This is an optimization exercise on Yosys and OpenROAD, whose aim is small area, a short achievable clock period and few clock cycles, not a production implementation. RTL that was checked went through simulation tests only; none was proved equivalent to the original. No activity file was given, so power comes from the tool's default toggle rates.

// TopModule
module TopModule(input clk, rst,
  output [31:0] imem_addr,
  input  [31:0] imem_data,
  output [31:0] dmem_addr, dmem_wdata,
  output        dmem_we, dmem_re,
  input  [31:0] dmem_rdata);
  reg [29:0] pc;                  
  reg        d_v;                 
  reg [31:0] d_i;                 
  reg        e_wb, e_fl, e_ld, e_st;
  reg        e_arith, e_inv;
  reg [1:0]  e_cin, e_lop;
  reg [3:0]  e_cond, e_dest;
  reg [31:0] e_a, e_m;            
  reg fN, fZ, fC, fV;
  reg [31:0] R [0:15];
  reg [15:0] rv;
  function automatic cond_ok(input [3:0] c, input n, z, cc, v);
    case (c)
      4'b0000: cond_ok = z;
      4'b0001: cond_ok = ~z;
      4'b0010: cond_ok = cc;
      4'b0011: cond_ok = ~cc;
      4'b0100: cond_ok = n;
      4'b0101: cond_ok = ~n;
      4'b0110: cond_ok = v;
      4'b0111: cond_ok = ~v;
      4'b1000: cond_ok = cc & ~z;
      4'b1001: cond_ok = ~cc | z;
      4'b1010: cond_ok = n == v;
      4'b1011: cond_ok = n != v;
      4'b1100: cond_ok = (n == v) & ~z;
      4'b1101: cond_ok = (n != v) & z;
      4'b1110: cond_ok = 1'b1;
      default: cond_ok = 1'b0;
    endcase
  endfunction
  assign imem_addr = {pc, 2'b00};
  assign dmem_addr  = e_a;
  assign dmem_wdata = e_m;
  assign dmem_we    = e_st;
  ...
For scale: ~5,300 cells after synthesis, about 680 flip-flops, roughly 160 I/O pins, ~0.042 sq mm of cells after synthesis.
Settings: LEC_CHECK=0, ABC_AREA=1, CAP_MARGIN=30, CORE_MARGIN=2, CORE_UTILIZATION=40, CTS_CLUSTER_DIAMETER=120, CTS_CLUSTER_SIZE=22, SLEW_MARGIN=0; clock period 26.0 ns.
standard.sh (not shown) runs the stock make flow with config.mk's settings and CLKGATE_MAP_FILE= SYNTH_SCRIPT=/design/flow/synth_recipe.tcl, a recipe that flattens the netlist after the stock synthesis.
==> flow/flow/run.sh <==
#!/bin/bash
# The standard layout (standard.sh: the standard synthesis and ORFS steps),
# with two changes to how the layout is made; the SDC is left as it is:
#  - the setup repair steps are asked for more slack than the clock period
#    needs (SETUP_SLACK_MARGIN), so they size up the critical paths;
#  - the port buffers are buf_2 cells (repair sizes them as it needs).
# make's output goes to make_finish.log; ORFS keeps each step's log under orfs/logs.
set -euo pipefail
bash standard.sh SETUP_SLACK_MARGIN=19.6 "BUFFER_PORTS_ARGS=-buffer_cell sky130_fd_sc_hd__buf_2" finish > make_finish.log 2>&1
The first run finished clean.
Testbench counts at the start, summed over its fixed seeds: cycles 31,878.
Next try:
- SLEW_MARGIN: 0 -> 20
What happened:
- sequential power stays flat
- core utilization stays flat
- power stays flat
- via count is about the same
- worst hold slack improved by 3.2 ps
- sequential share of layout area hardly moves
- global-route usage is lower by 0.16 points
- area after synthesis does not change
- setup slack improved by 3.9 ps
- critical path depth is unchanged
- routed wire length barely changes
Next try:
--- a/flow/flow/run.sh
+++ b/flow/flow/run.sh
@@ -9 +9 @@
-bash standard.sh SETUP_SLACK_MARGIN=19.6 "BUFFER_PORTS_ARGS=-buffer_cell sky130_fd_sc_hd__buf_2" finish > make_finish.log 2>&1
+bash standard.sh SETUP_SLACK_MARGIN=19.5 "BUFFER_PORTS_ARGS=-buffer_cell sky130_fd_sc_hd__buf_2" finish > make_finish.log 2>&1
- CTS_CLUSTER_DIAMETER: 120 -> 130
- CTS_CLUSTER_SIZE: 22 -> 26
The changed run ran to the end with no violations. Routed wire length is about the same. Clock-buffer cell count came out lower by 3. Maximum frequency fell by 1.6%. Clock power is lower by 8.3%. Core utilization falls by 0.39 points. Worst setup slack degrades by 100 ps. Final cell count stays flat. First-iteration DRC count goes up by 3.1%. Die area is unchanged. Hold slack gains 3.7 ps. Non-clock buffer count does not change.

========
Setup of wip/amber:
Another version of the RTL of TopModule (not shown whole).
Size in the first run: ~5,200 cells after synthesis, about 680 flip-flops, ~160 I/O pins, about 0.042 sq mm of cells after synthesis.
==> flow/config.mk <==
export PLATFORM = sky130hd
export DESIGN_NAME = TopModule
export DESIGN_NICKNAME = TopModule
export VERILOG_FILES = /design/flow/design.v
export SDC_FILE = /design/flow/constraint.sdc
export NUM_CORES = 4
export LEC_CHECK = 0
export ABC_AREA = 1
export CAP_MARGIN = 30
export CORE_MARGIN = 2
export CORE_UTILIZATION = 55
export CTS_CLUSTER_DIAMETER = 120
export CTS_CLUSTER_SIZE = 22
export SLEW_MARGIN = 20
==> flow/constraint.sdc <==
create_clock -name core_clock -period 26.0 [get_ports {clk}]
set_input_delay 5.2000 -clock core_clock [delete_from_list [all_inputs] [get_ports {clk}]]
set_output_delay 5.2000 -clock core_clock [all_outputs]
set_load 0.01 [all_outputs]
==> flow/flow/run.sh <==
#!/bin/bash
# The standard layout (standard.sh: the standard synthesis and ORFS steps),
# with two changes to how the layout is made; the SDC is left as it is:
#  - the setup repair steps are asked for more slack than the clock period
#    needs (SETUP_SLACK_MARGIN), so they size up the critical paths;
#  - the port buffers are buf_2 cells (repair sizes them as it needs).
# make's output goes to make_finish.log; ORFS keeps each step's log under orfs/logs.
set -euo pipefail
bash standard.sh SETUP_SLACK_MARGIN=19.6 "BUFFER_PORTS_ARGS=-buffer_cell sky130_fd_sc_hd__buf_2" finish > make_finish.log 2>&1
Inputs modified between wip/amber and wip/ember:
Settings: CORE_UTILIZATION changed from 55 to 40.
- Wire length of the first global-routing pass went up slightly going from wip/amber to wip/ember.
- Horizontal extent of the die (lower): wip/amber
- For wip/amber, the end of the critical path was imem_addr[13], unlike wip/ember, where it was imem_addr[30].
- In terms of flip-flop and latch count, wip/ember and wip/amber differ only marginally.
- wip/ember vs. wip/amber: final cell count increased by 407 relative to the old numbers, area growth from synthesis to layout increased by 1.3 points relative to the old numbers, number of cells on the worst reg-to-reg path decreased by about 24% relative to the old numbers, register clock-pin slew on the reported worst setup and hold paths decreased by 0.02 ns relative to the old numbers.
No run of this note included a check of the RTL's function; only the layout flow was run.

-- separate check: timing with driven ports --
The flow's constraints put no driver on any port. The routed layouts listed below were extracted and timed again, unchanged, in two steps. Step 1, drivers: a clkbuf_16 drives clk and a buf_2 each remaining input, both assumed. Step 2, shift: input delay + t, output delay - t, t = (earliest + latest rising clock arrival at the registers) / 2. This alone moves slack from input paths to output paths. Slacks: no drivers / after step 1 / after step 2; pairs: no drivers / after step 1.
run	shift t [ns]	slack for setup (ns)	worst setup path after step 2	clock arrival spread, ns
the first run of note 1	0.693	19.584 / 19.513 / 19.411	input to register	0.038 / 0.038
the second run of note 1	0.691	19.588 / 19.518 / 19.443	input to register	0.032 / 0.032
the third run of note 1	0.753	19.485 / 19.413 / 19.408	input to register	0.033 / 0.034
wip/amber	0.702	19.561 / 19.483 / 19.461	input to register	0.027 / 0.028
wip/ember	0.699	19.573 / 19.503 / 19.407	input to register	0.047 / 0.046
After both steps setup and hold are still met in every run listed. The setup slack of the first run of note 1, which loses most, moves by -0.071 ns with the drivers and by -0.173 ns with both steps.
